What follows belongs to an exercise in optimizing a design on an open flow for small area, a short achievable clock period and few clock cycles; a production flow would make more cautious choices. The RTL was checked by simulation tests, not by an equivalence proof against the original design. Power and IR drop assume default switching activity.

## design.v

```verilog
`default_nettype none
module Alu
(
    input   wire    [31:0]  a_i,
    input   wire    [31:0]  b_i,
    input   wire    [2:0]   sel_i,
    output  reg     [31:0]  result_o
);
    wire sel_add = (sel_i == 3'd0);
    wire sel_sub = (sel_i == 3'd1);
    wire sel_xor = (sel_i == 3'd2);
    wire sel_or  = (sel_i == 3'd3);
    wire sel_and = (sel_i == 3'd4);
    wire sel_sll = (sel_i == 3'd5);
    wire sel_srl = (sel_i == 3'd6);
    wire sel_sra = (sel_i == 3'd7);
    wire [31:0] arith_result = a_i + (sel_sub ? ((~b_i)+1) : b_i);
    function [31:0] reverse;
        input [31:0]    ain;
        integer i;
        begin
            for(i=0; i<32; i=i+1) begin
                reverse[32-1-i] = ain[i];
            end
        end
    endfunction
    reg signed [32:0] shift_input;
    always @(*) begin
        if (sel_srl)
            shift_input = {1'b0, a_i};
        else if (sel_sra)
            shift_input = {a_i[31], a_i};
        else  
            shift_input = {1'b0, reverse(a_i)};
    end
    /*verilator lint_off UNUSED*/
    wire [32:0] shift_output = shift_input >>> b_i[4:0];     
    /*verilator lint_on UNUSED*/
    reg [31:0] final_shift_output;
    always @(*) begin
        if (sel_sll)
            final_shift_output = reverse(shift_output[31:0]);
        else
            final_shift_output = shift_output[31:0];
    end
    always @(*) begin
        if (sel_add | sel_sub)
            result_o = arith_result;
        else if (sel_sll | sel_srl | sel_sra)
            result_o = final_shift_output;
        else if (sel_xor)
            result_o = a_i ^ b_i;
        else if (sel_or)
            result_o = a_i | b_i;
        else if (sel_and)
            result_o = a_i & b_i;
        else
            result_o = arith_result;
    end        
endmodule
`default_nettype none
module Decode
(
    input   wire    [31:0]  instr_i,
    output  wire    [4:0]   rd_sel_o,
    output  wire    [4:0]   rs1_sel_o,
    output  wire    [4:0]   rs2_sel_o,
    output  wire    [31:0]  imm_o,
    output  reg             jump_en_o,
    output  reg     [2:0]   comparison_type_o,
    output  reg             rf_we_o,
    output  reg     [2:0]   rf_din_sel_o,
    output  reg             a_op_sel_o,
    output  reg             b_op_sel_o,
    output  reg             cmp_b_op_sel_o,
    output  reg     [2:0]   alu_op_sel_o,
    output  wire    [2:0]   mem_access_width_o,
    output  reg             d_mem_load_store,
    output  reg             mem_we_o
);
    wire    [6:0]   opcode  = instr_i[6:0];
    wire    [2:0]   func3   = instr_i[14:12];
    wire    [6:0]   func7   = instr_i[31:25];
    assign mem_access_width_o = func3;
    assign  rd_sel_o    = instr_i[11:7];
    assign  rs1_sel_o   = instr_i[19:15];
    assign  rs2_sel_o   = instr_i[24:20];
    reg    [2:0] imm_format;
    reg [31:0] getExtImm;
    always @(*)   
    begin
        case(imm_format)
                3'd0    :   getExtImm = {{21{instr_i[31]}}, instr_i[30:25], instr_i[24:21], instr_i[20]};
                3'd1    :   getExtImm = {{21{instr_i[31]}}, instr_i[30:25], instr_i[11:8], instr_i[7]};
                3'd2    :   getExtImm = {{20{instr_i[31]}}, instr_i[7], instr_i[30:25], instr_i[11:8], 1'b0};
                3'd3    :   getExtImm = {instr_i[31], instr_i[30:20], instr_i[19:12], {12{1'b0}}};
                3'd4    :   getExtImm = {{12{instr_i[31]}}, instr_i[19:12], instr_i[20], instr_i[30:25], instr_i[24:21], 1'b0};
                default:
                    getExtImm = 32'd0;
        endcase
    end
    assign imm_o = getExtImm;
    always @(*) begin
        jump_en_o = 1'b0;
        comparison_type_o = 3'd0;
        rf_we_o = 1'b0;
        rf_din_sel_o = 3'd0;
        a_op_sel_o = 1'b0;
        b_op_sel_o = 1'b0;
        cmp_b_op_sel_o = 1'b0;
        alu_op_sel_o = 3'd0;
        mem_we_o = 1'b0;
        d_mem_load_store = 1'b0;
        imm_format = 3'd3;
        casez({func7, func3, opcode})
            17'b???????_???_0110111: 
            begin
                rf_we_o = 1'b1;
                rf_din_sel_o = 3'd0;
                imm_format = 3'd3;
            end
            17'b???????_???_0010111: 
            begin
                rf_we_o = 1'b1;
                rf_din_sel_o = 3'd2;
                a_op_sel_o = 1'b1;
                b_op_sel_o = 1'b1;
                alu_op_sel_o = 3'd0;
                imm_format = 3'd3;
            end
            17'b???????_???_1101111: 
            begin
                jump_en_o = 1'b1;
                comparison_type_o = 3'd0;
                rf_we_o = 1'b1;
                rf_din_sel_o = 3'd1;
                a_op_sel_o = 1'b1;
                b_op_sel_o = 1'b1;
                alu_op_sel_o = 3'd0;
                imm_format = 3'd4;
            end
            17'b???????_000_1100111: 
            begin
                jump_en_o = 1'b1;
                comparison_type_o = 3'd0;
                rf_we_o = 1'b1;
                rf_din_sel_o = 3'd1;
                a_op_sel_o = 1'b0;
                b_op_sel_o = 1'b1;
                alu_op_sel_o = 3'd0;
                imm_format = 3'd0;
            end
            17'b???????_000_1100011: begin
                jump_en_o = 1'b1;
                comparison_type_o = 3'd1;
                a_op_sel_o = 1'b1;
                b_op_sel_o = 1'b1;
                cmp_b_op_sel_o = 1'b0;
                alu_op_sel_o = 3'd0;
                imm_format = 3'd2;
            end
            17'b???????_001_1100011: 
            begin
                jump_en_o = 1'b1;
                comparison_type_o = 3'd2;
                a_op_sel_o = 1'b1;
                b_op_sel_o = 1'b1;
                cmp_b_op_sel_o = 1'b0;
                alu_op_sel_o = 3'd0;
                imm_format = 3'd2;
            end
            17'b???????_100_1100011:
            begin
                jump_en_o = 1'b1;
                comparison_type_o = 3'd3;
                a_op_sel_o = 1'b1;
                b_op_sel_o = 1'b1;
                cmp_b_op_sel_o = 1'b0;
                alu_op_sel_o = 3'd0;
                imm_format = 3'd2;
            end
            17'b???????_101_1100011: 
            begin
                jump_en_o = 1'b1;
                comparison_type_o = 3'd4;
                a_op_sel_o = 1'b1;
                b_op_sel_o = 1'b1;
                cmp_b_op_sel_o = 1'b0;
                alu_op_sel_o = 3'd0;
                imm_format = 3'd2;
            end
            17'b???????_110_1100011: 
            begin
                jump_en_o = 1'b1;
                comparison_type_o = 3'd5;
                a_op_sel_o = 1'b1;
                b_op_sel_o = 1'b1;
                cmp_b_op_sel_o = 1'b0;
                alu_op_sel_o = 3'd0;
                imm_format = 3'd2;
            end
            17'b???????_111_1100011: 
            begin
                jump_en_o = 1'b1;
                comparison_type_o = 3'd6;
                a_op_sel_o = 1'b1;
                b_op_sel_o = 1'b1;
                cmp_b_op_sel_o = 1'b0;
                alu_op_sel_o = 3'd0;
                imm_format = 3'd2;
            end
            17'b???????_???_0000011: 
            begin
                rf_we_o = 1'b1;
                rf_din_sel_o = 3'd4;
                a_op_sel_o = 1'b0;
                b_op_sel_o = 1'b1;
                alu_op_sel_o = 3'd0;
                mem_we_o = 1'b0;
                d_mem_load_store = 1'b1;
                imm_format = 3'd0;
            end
            17'b???????_???_0100011: 
            begin
                a_op_sel_o = 1'b0;
                b_op_sel_o = 1'b1;
                alu_op_sel_o = 3'd0;
                mem_we_o = 1'b1;
                d_mem_load_store = 1'b1;
                imm_format = 3'd1;
            end
            17'b???????_000_0010011: 
            begin
                rf_we_o = 1'b1;
                rf_din_sel_o = 3'd2;
                a_op_sel_o = 1'b0;
                b_op_sel_o = 1'b1;
                alu_op_sel_o = 3'd0;
                imm_format = 3'd0;
            end
            17'b???????_010_0010011: 
            begin
                comparison_type_o = 3'd3;
                rf_we_o = 1'b1;
                rf_din_sel_o = 3'd3;
                cmp_b_op_sel_o = 1'b1;
                imm_format = 3'd0;
            end
            17'b???????_011_0010011: 
            begin
                comparison_type_o = 3'd5;
                rf_we_o = 1'b1;
                rf_din_sel_o = 3'd3;
                cmp_b_op_sel_o = 1'b1;
                imm_format = 3'd0;
            end
            17'b???????_100_0010011: 
            begin
                rf_we_o = 1'b1;
                rf_din_sel_o = 3'd2;
                a_op_sel_o = 1'b0;
                b_op_sel_o = 1'b1;
                alu_op_sel_o = 3'd2;
                imm_format = 3'd0;
            end
            17'b???????_110_0010011: 
            begin
                rf_we_o = 1'b1;
                rf_din_sel_o = 3'd2;
                a_op_sel_o = 1'b0;
                b_op_sel_o = 1'b1;
                alu_op_sel_o = 3'd3;
                imm_format = 3'd0;
            end
            17'b???????_111_0010011: 
            begin
                rf_we_o = 1'b1;
                rf_din_sel_o = 3'd2;
                a_op_sel_o = 1'b0;
                b_op_sel_o = 1'b1;
                alu_op_sel_o = 3'd4;
                imm_format = 3'd0;
            end
            17'b0000000_001_0010011: 
            begin
                rf_we_o = 1'b1;
                rf_din_sel_o = 3'd2;
                a_op_sel_o = 1'b0;
                b_op_sel_o = 1'b1;
                alu_op_sel_o = 3'd5;
                imm_format = 3'd0;
            end
            17'b0000000_101_0010011: 
            begin
                rf_we_o = 1'b1;
                rf_din_sel_o = 3'd2;
                a_op_sel_o = 1'b0;
                b_op_sel_o = 1'b1;
                alu_op_sel_o = 3'd6;
                imm_format = 3'd0;
            end
            17'b0100000_101_0010011: 
            begin
                rf_we_o = 1'b1;
                rf_din_sel_o = 3'd2;
                a_op_sel_o = 1'b0;
                b_op_sel_o = 1'b1;
                alu_op_sel_o = 3'd7;
                imm_format = 3'd0;
            end
            17'b0000000_000_0110011: 
            begin
                rf_we_o = 1'b1;
                rf_din_sel_o = 3'd2;
                a_op_sel_o = 1'b0;
                b_op_sel_o = 1'b0;
                alu_op_sel_o = 3'd0;
            end
            17'b0100000_000_0110011:
            begin
                rf_we_o = 1'b1;
                rf_din_sel_o = 3'd2;
                a_op_sel_o = 1'b0;
                b_op_sel_o = 1'b0;
                alu_op_sel_o = 3'd1;
            end
            17'b0000000_001_0110011:
            begin
                rf_we_o = 1'b1;
                rf_din_sel_o = 3'd2;
                a_op_sel_o = 1'b0;
                b_op_sel_o = 1'b0;
                alu_op_sel_o = 3'd5;
            end
            17'b0000000_010_0110011:
            begin
                comparison_type_o = 3'd3;
                rf_we_o = 1'b1;
                rf_din_sel_o = 3'd3;
                cmp_b_op_sel_o = 1'b0;
            end
            17'b0000000_011_0110011:
            begin
                comparison_type_o = 3'd5;
                rf_we_o = 1'b1;
                rf_din_sel_o = 3'd3;
                cmp_b_op_sel_o = 1'b0;
            end
            17'b0000000_100_0110011:
            begin
                rf_we_o = 1'b1;
                rf_din_sel_o = 3'd2;
                a_op_sel_o = 1'b0;
                b_op_sel_o = 1'b0;
                alu_op_sel_o = 3'd2;
            end
            17'b0000000_101_0110011: 
            begin
                rf_we_o = 1'b1;
                rf_din_sel_o = 3'd2;
                a_op_sel_o = 1'b0;
                b_op_sel_o = 1'b0;
                alu_op_sel_o = 3'd6;
            end
            17'b0100000_101_0110011:
            begin
                rf_we_o = 1'b1;
                rf_din_sel_o = 3'd2;
                a_op_sel_o = 1'b0;
                b_op_sel_o = 1'b0;
                alu_op_sel_o = 3'd7;
            end
            17'b0000000_110_0110011:begin
                rf_we_o = 1'b1;
                rf_din_sel_o = 3'd2;
                a_op_sel_o = 1'b0;
                b_op_sel_o = 1'b0;
                alu_op_sel_o = 3'd3;
            end
            17'b0000000_111_0110011: 
            begin
                rf_we_o = 1'b1;
                rf_din_sel_o = 3'd2;
                a_op_sel_o = 1'b0;
                b_op_sel_o = 1'b0;
                alu_op_sel_o = 3'd4;
            end
            default: begin
                jump_en_o = 0;
                comparison_type_o = 3'd0;
                rf_we_o = 0;
                rf_din_sel_o = 0;
                a_op_sel_o = 0;
                b_op_sel_o = 0;
                cmp_b_op_sel_o = 0;
                alu_op_sel_o = 0;
                mem_we_o = 1'b0;
                imm_format = 0;
            end            
        endcase
    end
endmodule
`default_nettype none
module RegisterFile  #(
    parameter	REG_WIDTH = 32,      
    parameter	NUM_REGS =  32,      
    parameter	R0_IS_ZERO = 1       
) (
    input   wire    Clk_i, 
    input   wire    Rst_i,
    input	wire    [$clog2(NUM_REGS)-1:0]	Ra_Sel_i,
    output  wire	[REG_WIDTH-1:0]         Ra_o,
    input   wire	[$clog2(NUM_REGS)-1:0] 	Rb_Sel_i,
    output  wire    [REG_WIDTH-1:0]        	Rb_o,
    input   wire                            Data_We_i,
    input   wire    [$clog2(NUM_REGS)-1:0]  Rd_Sel_i,
    input   wire    [REG_WIDTH-1:0]         Data_i
);
    reg	[REG_WIDTH-1:0]	regs	[0:NUM_REGS-1];
    integer i;
    always @ (posedge Clk_i) begin
        if (Rst_i) begin
            for(i=0;  i<NUM_REGS; i=i+1)
                regs[i] <= {REG_WIDTH{1'b0}};
        end
        else if(Data_We_i) begin
            if(R0_IS_ZERO) begin
                if(Rd_Sel_i != 0)
                    regs[Rd_Sel_i] <= Data_i;
            end else begin
                regs[Rd_Sel_i] <= Data_i;
            end
        end
    end
    assign	Ra_o = regs[Ra_Sel_i];
    assign	Rb_o = regs[Rb_Sel_i];
endmodule
`default_nettype none
module AtomRV # (   
    parameter [31:0]    VEND_ID     = 32'h0000_0000,
    parameter [31:0]    ARCH_ID     = 32'h0000_0000,
    parameter [31:0]    IMPL_ID     = 32'h0000_0000,
    parameter [31:0]    HART_ID     = 32'h0000_0000
)
(
    input   wire            clk_i,           
    input   wire            rst_i,           
    input   wire    [31:0]  reset_vector_i,
    output  wire    [31:0]  imem_addr_o,     
    input   wire    [31:0]  imem_data_i,     
    output  wire            imem_valid_o,    
    input   wire            imem_ack_i,      
    output  wire    [31:0]  dmem_addr_o,     
    input   wire    [31:0]  dmem_data_i,     
    output  reg     [31:0]  dmem_data_o,     
    output  reg      [3:0]  dmem_sel_o,      
    output  wire            dmem_we_o,       
    output  wire            dmem_valid_o,    
    input   wire            dmem_ack_i       
);
    wire jump_decision = d_jump_en & comparison_result;  
    wire raw_imem_handshake = (imem_valid_o && imem_ack_i);
    wire imem_handshake = raw_imem_handshake && !ignore_imem_handshake;
    wire dmem_handshake = (dmem_valid_o && dmem_ack_i);
    wire waiting_for_dbus_response = (!dmem_handshake && dmem_valid_o);
    wire stall_stage2 = waiting_for_dbus_response;
    wire waiting_for_ibus_response = (!imem_handshake && imem_valid_o);
    wire stall_stage1 = waiting_for_ibus_response || stall_stage2;
    wire flush_pipeline = jump_decision || (stall_stage2 ? 0 : stall_stage1);
    reg ignore_imem_handshake;
    always @(posedge clk_i) begin
        if(rst_i)
            ignore_imem_handshake <= 0;
        else begin
            case(ignore_imem_handshake)
                0:  if(jump_decision)
                        ignore_imem_handshake <= 1;
                1:  if(raw_imem_handshake)
                        ignore_imem_handshake <= 0;
            endcase
        end
    end
    assign imem_valid_o = !rst_i;   
    reg [31:0] ProgramCounter;
    wire [31:0] pc_plus_four = ProgramCounter + 32'd4;
    always @(posedge clk_i) begin 
        if(rst_i)
            ProgramCounter <= reset_vector_i;
        else if(jump_decision)
            ProgramCounter <= {alu_out[31:1], 1'b0};     
        else if (!stall_stage1) begin
            ProgramCounter <= pc_plus_four;
        end
    end
    assign imem_addr_o = ProgramCounter;
    reg [31:0]  ProgramCounter_Old;
    always @(posedge clk_i) begin 
        if(rst_i)
            ProgramCounter_Old <= 32'd0;
        else if(!stall_stage1)
            ProgramCounter_Old <= ProgramCounter;
    end
    reg [31:0]  link_address;
    always @(posedge clk_i) begin 
        if(rst_i)
            link_address <= 32'd0;
        else if(!stall_stage1)
            link_address <= pc_plus_four;
    end
    reg [31:0] InstructionRegister;
    always @(posedge clk_i) begin
        if(rst_i)
            InstructionRegister <= 32'h00000013;
        else begin
            if(flush_pipeline)
                InstructionRegister <= 32'h00000013;
            else if(!stall_stage1)
                InstructionRegister <= imem_data_i;
        end
    end
    wire    [4:0]   d_rd_sel;
    wire    [4:0]   d_rs1_sel;
    wire    [4:0]   d_rs2_sel;
    wire    [31:0]  d_imm;
    wire            d_jump_en;
    wire    [2:0]   d_comparison_type;
    wire            d_rf_we;
    wire    [2:0]   d_rf_din_sel;
    wire            d_a_op_sel;
    wire            d_b_op_sel;
    wire            d_cmp_b_op_sel;
    wire    [2:0]   d_alu_op_sel;
    wire    [2:0]   d_mem_access_width;
    wire            d_mem_load_store;
    wire            d_mem_we;
    Decode decode
    (
        .instr_i            (InstructionRegister),
        .rd_sel_o           (d_rd_sel),
        .rs1_sel_o          (d_rs1_sel),
        .rs2_sel_o          (d_rs2_sel),
        .imm_o              (d_imm),
        .jump_en_o          (d_jump_en),
        .comparison_type_o  (d_comparison_type),
        .rf_we_o            (d_rf_we),
        .rf_din_sel_o       (d_rf_din_sel),
        .a_op_sel_o         (d_a_op_sel),
        .b_op_sel_o         (d_b_op_sel),
        .cmp_b_op_sel_o     (d_cmp_b_op_sel),
        .alu_op_sel_o       (d_alu_op_sel),
        .mem_access_width_o (d_mem_access_width),
        .d_mem_load_store   (d_mem_load_store),
        .mem_we_o           (d_mem_we)
    );
    reg    [31:0]  rf_rd_data;
    always @(*) begin
        case(d_rf_din_sel)
            3'd0:   rf_rd_data = d_imm;
            3'd1:   rf_rd_data = link_address;
            3'd2:   rf_rd_data = alu_out;
            3'd3:   rf_rd_data = {31'd0, comparison_result};
            3'd4:   rf_rd_data = memload;
            default: rf_rd_data = 32'd0;
        endcase
    end
    localparam RF_INDX_BITS = 4;
    localparam RF_NREGS = 32;
    wire    [31:0]  rf_rs1;
    wire    [31:0]  rf_rs2;
    RegisterFile#(
        .REG_WIDTH(32), 
        .NUM_REGS(RF_NREGS),
        .R0_IS_ZERO(1)
    ) rf (
        .Clk_i      (clk_i),
        .Rst_i      (rst_i),
        .Ra_Sel_i   (d_rs1_sel[RF_INDX_BITS:0]),
        .Ra_o       (rf_rs1),
        .Rb_Sel_i   (d_rs2_sel[RF_INDX_BITS:0]),
        .Rb_o       (rf_rs2),
        .Data_We_i  (d_rf_we & !stall_stage2),
        .Rd_Sel_i   (d_rd_sel[RF_INDX_BITS:0]),
        .Data_i     (rf_rd_data)
    );
    wire    [31:0]  alu_a_in = (d_a_op_sel) ? ProgramCounter_Old : rf_rs1;
    wire    [31:0]  alu_b_in = (d_b_op_sel) ? d_imm : rf_rs2;
    wire    [31:0]  alu_out;
    Alu alu
    (
        .a_i        (alu_a_in),
        .b_i        (alu_b_in),
        .sel_i      (d_alu_op_sel),
        .result_o   (alu_out)
    );
    reg comparison_result;
    wire [31:0] cmp_A = rf_rs1;
    wire [31:0] cmp_B = (d_cmp_b_op_sel) ? d_imm : rf_rs2;
    wire signed  [31:0]  cmp_A_signed = cmp_A;
    wire signed  [31:0]  cmp_B_signed = cmp_B;
    always @(*)      
    begin
        case(d_comparison_type)
            3'd0:   comparison_result = 1'b1;
            3'd1:   comparison_result = (cmp_A == cmp_B);
            3'd2:   comparison_result = (cmp_A != cmp_B);
            3'd3:   comparison_result = (cmp_A_signed < cmp_B_signed);
            3'd4:   comparison_result = (cmp_A_signed >= cmp_B_signed);
            3'd5:  comparison_result = (cmp_A < cmp_B);
            3'd6:  comparison_result = (cmp_A >= cmp_B);
            default:    comparison_result = 1'b0;
        endcase
    end
    wire [31:0] dmem_address = alu_out;
    wire [31:0] dmem_data_out = rf_rs2;
    assign dmem_addr_o = {dmem_address[31:2], {2{1'b0}}};  
    assign dmem_valid_o = d_mem_load_store;
    assign dmem_we_o = d_mem_we; 
    reg [31:0] memload;
    always @(*)  
    begin
        case(d_mem_access_width[1:0])
            2'b00:  begin    
                        case(dmem_address[1:0])
                            2'b00:  memload = {{24{d_mem_access_width[2] ? 1'b0 : dmem_data_i[7]}},  dmem_data_i[7:0]};
                            2'b01:  memload = {{24{d_mem_access_width[2] ? 1'b0 : dmem_data_i[15]}}, dmem_data_i[15:8]};
                            2'b10:  memload = {{24{d_mem_access_width[2] ? 1'b0 : dmem_data_i[23]}}, dmem_data_i[23:16]};
                            2'b11:  memload = {{24{d_mem_access_width[2] ? 1'b0 : dmem_data_i[31]}}, dmem_data_i[31:24]};
                        endcase
                    end
            2'b01:  begin    
                        case(dmem_address[1])
                            1'b0:  memload = {{16{d_mem_access_width[2] ? 1'b0 : dmem_data_i[15]}}, dmem_data_i[15:0]};
                            1'b1:  memload = {{16{d_mem_access_width[2] ? 1'b0 : dmem_data_i[31]}}, dmem_data_i[31:16]};
                        endcase
                    end
            2'b10:  begin    
                        memload = dmem_data_i;
                    end
            default: memload = 32'h00000000;
        endcase 
    end
    always @(*) begin  
        if (d_mem_we) begin
            case(d_mem_access_width[1:0])
                2'b00:  begin  
                            case(dmem_address[1:0])
                                2'b00:  dmem_sel_o = 4'b0001;
                                2'b01:  dmem_sel_o = 4'b0010;
                                2'b10:  dmem_sel_o = 4'b0100;
                                2'b11:  dmem_sel_o = 4'b1000;
                            endcase
                        end
                2'b01:  begin  
                            case(dmem_address[1])
                                1'b0:  dmem_sel_o = 4'b0011;
                                1'b1:  dmem_sel_o = 4'b1100;
                            endcase
                        end
                2'b10: dmem_sel_o = 4'b1111;    
                default: dmem_sel_o = 4'b1111;
            endcase
        end
        else
            dmem_sel_o = 4'b1111;    
    end
    always @(*) begin  
        if (d_mem_we) begin
            case(d_mem_access_width[1:0])
                2'b00:  begin  
                            case(dmem_address[1:0])
                                2'b00:  dmem_data_o = { {24{1'b0}}, dmem_data_out[7:0] };
                                2'b01:  dmem_data_o = { {16{1'b0}}, dmem_data_out[7:0], {8{1'b0}} };
                                2'b10:  dmem_data_o = { {8{1'b0}} , dmem_data_out[7:0], {16{1'b0}} };
                                2'b11:  dmem_data_o = { dmem_data_out[7:0], {24{1'b0}} };
                            endcase
                        end
                2'b01:  begin  
                            case(dmem_address[1])
                                1'b0:  dmem_data_o = { {16{1'b0}}, dmem_data_out[15:0] };
                                1'b1:  dmem_data_o = { dmem_data_out[15:0], {16{1'b0}} };
                            endcase
                        end
                2'b10: dmem_data_o = dmem_data_out;    
                default: dmem_data_o = dmem_data_out;
            endcase
        end
        else
            dmem_data_o = 32'h00000000;    
    end
endmodule
```

## run.sh

```bash
#!/bin/bash
# synth_recipe.tcl (not shown) runs the flow's synth.tcl, then flattens the netlist and writes it again
# the make line also repeats each setting of config.mk as NAME=value (left out here)
make -C /OpenROAD-flow-scripts/flow DESIGN_CONFIG=/design/flow/config.mk WORK_HOME=/design/flow/orfs CLKGATE_MAP_FILE= SYNTH_SCRIPT=/design/flow/synth_recipe.tcl finish
```

## config.mk

```make
export PLATFORM = sky130hd
export DESIGN_NAME = AtomRV
export DESIGN_NICKNAME = AtomRV
export VERILOG_FILES = /design/flow/design.v
export SDC_FILE = /design/flow/constraint.sdc
export NUM_CORES = 4
export LEC_CHECK = 0
export CAP_MARGIN = 40
export CORE_MARGIN = 2
export CORE_UTILIZATION = 40
export PLACE_DENSITY = 0.6
export SETUP_SLACK_MARGIN = 0.3
export SLEW_MARGIN = 30
```

## constraint.sdc

```tcl
create_clock -name core_clock -period 13.0 [get_ports {clk_i}]
set_input_delay 2.6000 -clock core_clock [delete_from_list [all_inputs] [get_ports {clk_i}]]
set_output_delay 2.6000 -clock core_clock [all_outputs]
set_load 0.01 [all_outputs]
```

==> summary.md <==
| Metric | Value |
|---|---|
| Outcome | no timing/DRC/antenna violations |
| Ys flop type | edfxtp_1 |
| Site Rows | 154 |
| Max-slew headroom | 22.76% |
| Post-CTS Setup Repair Bufs | 0 |
| DP HPWL | 230100 microns |
| Peak Freq | 81.16 MHz |
| Worst Max-Slew Pin Slew | 1159 ps |
| Clk root buf | clkbuf_16 |
| Final non-filler cell total | 9052 |
| Io pins | 203 |
| Via/cell ratio | 6.684 |
| Die Height | 424.0 microns |
| Dpl ws | 1658 ps |
| Final setup margin | 678.2 ps |
| Initial DRC count | 10.30k |
| Post-Synthesis Cells | 6503 |
| R2r endpoint | rf.regs[10][29] |
| Vias | 60.50k |
| Power per cell area | 157.4 nW/um^2 |
| Die ar. | 179800 sq um |
| Count leader, synth | nor2_1 |
| TritonCTS clock tree | built |
| Vias in the first global route | 57.00k |
| Worst min-delay path category | reg -> reg |
| CP max stage cell | dfxtp_4 |
| CP Max Fanout | 52 |
| IO Port Bufs | 200 |
| Share of layout cells above drive strength 1 | 14.52% |
| Final worst-path cycle share | 94.78% |
| Core area | 175700 sq um |
| Register area share after synthesis | 47.93% |
| RSZ-0062 raised after global routing | false |
| Critical Setup Path Class | reg -> out |
| Worst-skew pair later-pin latency | 830 ps |
| Placer Congestion | 1.123 |
| Critical Path End Type | output port |
| Post-synth top cells | nor2_1 (1133), edfxtp_1 (1056), mux2i_1 (705) |
| CTS HTree Levels | 4 |
| Max stage delay on crit path | 900 ps |
| Setup_tns | 0 ps |
| Lkg Pwr | 27.90 nW |
| WL per Instance | 37.08 microns |
| Die Wd | 424.0 microns |
| GRT Total Usage | 36.30% |
| Post-DP Area | 76160 sq um |
| Worst hold start | ProgramCounter_Old[12] |
| First-pass GRT wire length | 457400 microns |
| Worst Clk Skew | 54.44 ps |
| # DRC | 0 |
| Crit path DAT | 9720 ps |
| Gr ovfl total | 0 |
| Cell family with most CP delay | compound AO/OA/AOI/OAI gates |
| Clock transition at the registers of the reported paths | 70 ps |
| Mux share of post-synthesis cell area | 18.09% |
| Clock buffer depth | 3 |
| Leading cell types by total area after synthesis | edfxtp_1 (45%), mux2i_1 (10%), mux4_2 (7.5%), nor2_1 (6.0%), a22oi_1 (3.7%) |
| Distinct cell type count after synthesis | 113 |
| Reg2Reg Setup Slack | 3440 ps |
| Req. time, crit path | 10400 ps |
| Hold buffer count at cts | 0 |
| Cell taking the most area after synthesis | edfxtp_1 |
| Fin. Hold Viols | 0 |
| PostCTS Resize Cnt | 0 |
| P&R area growth vs syn | 14.38% |
| Final Instance Area | 80690 sq um |
| Placed Cells incl. Taps | 8789 |
| Post-DRT Antenna Nets | 0 |
| Main combinational cell family by area after synthesis | multiplexers |
| Overall routed net length | 335600 microns |
| Number of flops mapped to enable cells by yosys | 1056 |
| Xor and xnor area share after synthesis | 1.068% |
| Largest net degree at the start of global routing | 99 |
| Setup-failing EPs final | 0 |
| Synth Area in Simple Gates | 13.00% |
| Peak VDD IR | 122.1 uV |
| Starting Density | 40.15% |
| Synth Register Bits | 1161 |
| Hold_ws | 466.4 ps |
| Initial antenna violation count | 18 |
| Post-synth top area share | 44.95% |
| CTS buffer count | 134 |
| Drt first pass iters | 9 |
| Max Cap Viol | 0 |
| Syn Area/Cell | 10.85 sq um |
| Max Slew Vio Count | 0 |
| Endpoint, Worst Hold | ProgramCounter_Old[12] |
| Ys async rst share | 0% |
| Clk sink count | 1161 |
| Mapped Area | 70550 sq um |
| Synth warnings | 4 |
| Tmin final | 12320 ps |
| Nets | 6839 |
| Post-Synth Adder-Cell Area | 2.423% |
| Sum of buffers and inverters on the critical path | 2 |
| Post-synthesis compound-gate area fraction | 12.88% |
| CP Launch Type | register |
| Hold depth | 2 |
| Worst r2r path cells | 31 |
## kinds of logic (layout without fill, tap and decap cells)
logic type | after synthesis | in the layout
flip-flops | 1161 | 1161
buffers and inverters | 702 | 873
other | 1 | 39
adder cells (fa/ha/maj) | 136 | 136
multiplexers | 973 | 973
XOR/XNOR | 86 | 86
AND/OR/NAND/NOR | 2089 | 2089
AO/OA/AOI/OAI | 1355 | 1355
## layer usage
layer | wire length (microns) | vias to the layer above | part of all wire [%] | GRT usage [%]
li1 | - | 24458 | - | -
met1 | 130900 | 30337 | 39 | 49.58
met2 | 139400 | 4772 | 42 | 51.63
met3 | 44820 | 927 | 13 | 10.74
met4 | 20450 | 8 | 6.1 | 19.41
met5 | 52 | - | 0.015 | 0
## worst min-delay path: stages (launching register included)
cell and delay, ps:
dfxtp_1 320, nand2_1 50, a21oi_1 50
## stage by stage
stage / total power (W) / utilization, %
floorplan: 0.006722 / -
global placement: 0.008651 / 43.02
detailed placement: 0.008708 / 43.34
CTS: 0.01249 / 45.80
global route: 0.01293 / 45.91
finish: 0.01270 / 45.92
## power by group
| group | switching (W) | internal (W) |
|---|---|---|
| clock | 0.00168 | 0.00215 |
| combinational | 0.00313 | 0.00138 |
| sequential | 0.000140 | 0.00422 |
| total | 0.00495 | 0.00775 |
## sequential cells by signal, indices dropped and copies added, names as in the netlist, named ones only
name and flops:
rf.regs 1024, InstructionRegister 32, ProgramCounter 32, link_address 32, ProgramCounter_Old 30, ignore_imem_handshake 1
## placed cells by master, fill, tap and decap left out, types with 43 or more instances in the layout
cell type / Yosys / routed
nand3_1: 75 / 74
a22oi_1: 350 / 350
inv_1: 102 / 102
nand2_2: 1 / 45
a211oi_1: 63 / 61
a21oi_1: 395 / 387
dfxtp_1: 105 / 100
ha_1: 135 / 135
nor2_1: 1133 / 1125
buf_4: 79 / 264
o22ai_1: 52 / 51
mux4_2: 234 / 234
mux2i_1: 705 / 702
o21ai_0: 156 / 152
edfxtp_1: 1056 / 1056
clkbuf_16: 0 / 138
o211ai_1: 43 / 43
nand2_1: 440 / 376
xnor2_1: 56 / 56
clkdlybuf4s50_1: 0 / 199
nor2b_1: 127 / 123
nor3_1: 61 / 59
## final cells by class
cell class | count | area (sq um)
inverters | 111 | 417.9
clock buffers | 166 | 3578
repair buffers | 522 | 4877
clock inverters | 74 | 742.0
fillers | 16229 | 95030
well taps | 2340 | 2928
diodes | 5 | 12.51
multi-input cells | 4673 | 34310
flip-flops and latches | 1161 | 33830
## how the worst max path moves through the flow
stage	from	to	slack, ps	depth (start not counted)
after floorplan	register	dmem_addr_o[31]	3410	33
after CTS	register	dmem_addr_o[26]	740	26
after global routing	register	dmem_addr_o[31]	330	30
after global placement	register	dmem_addr_o[26]	1800	26
after detailed placement	register	dmem_addr_o[26]	1660	26
final	register	dmem_addr_o[31]	680	30
Testbench counts, summed over its fixed seeds: cycles 282,016.

==> static timing again, ports no longer ideal <==
In the flow no input, the clock included, has a driving cell. The finished layout below was timed again as built, in two steps.
Step 1: set_driving_cell puts a clkbuf_16 on clk_i and a buf_2 on each other input, an assumption about the parent block.
Step 2 moves the port delays by t, midway between the first and last clock arrival at a register: inputs arrive t later, outputs are due t later. That takes back most of the time a late clock gives input paths.
Slacks: no drivers / after step 1 / after step 2; pairs: no drivers / after step 1.
shift t [ns]: 0.899
setup WS [ns]: 0.678 / 0.582 / 1.481
worst setup path after step 2: register to output
clock arrival spread, ns: 0.055 / 0.055
pins driven straight from the clock port: 1
After both steps this run still meets setup and hold. The setup slack of this run moves by -0.096 ns with the drivers and by +0.803 ns with both steps.
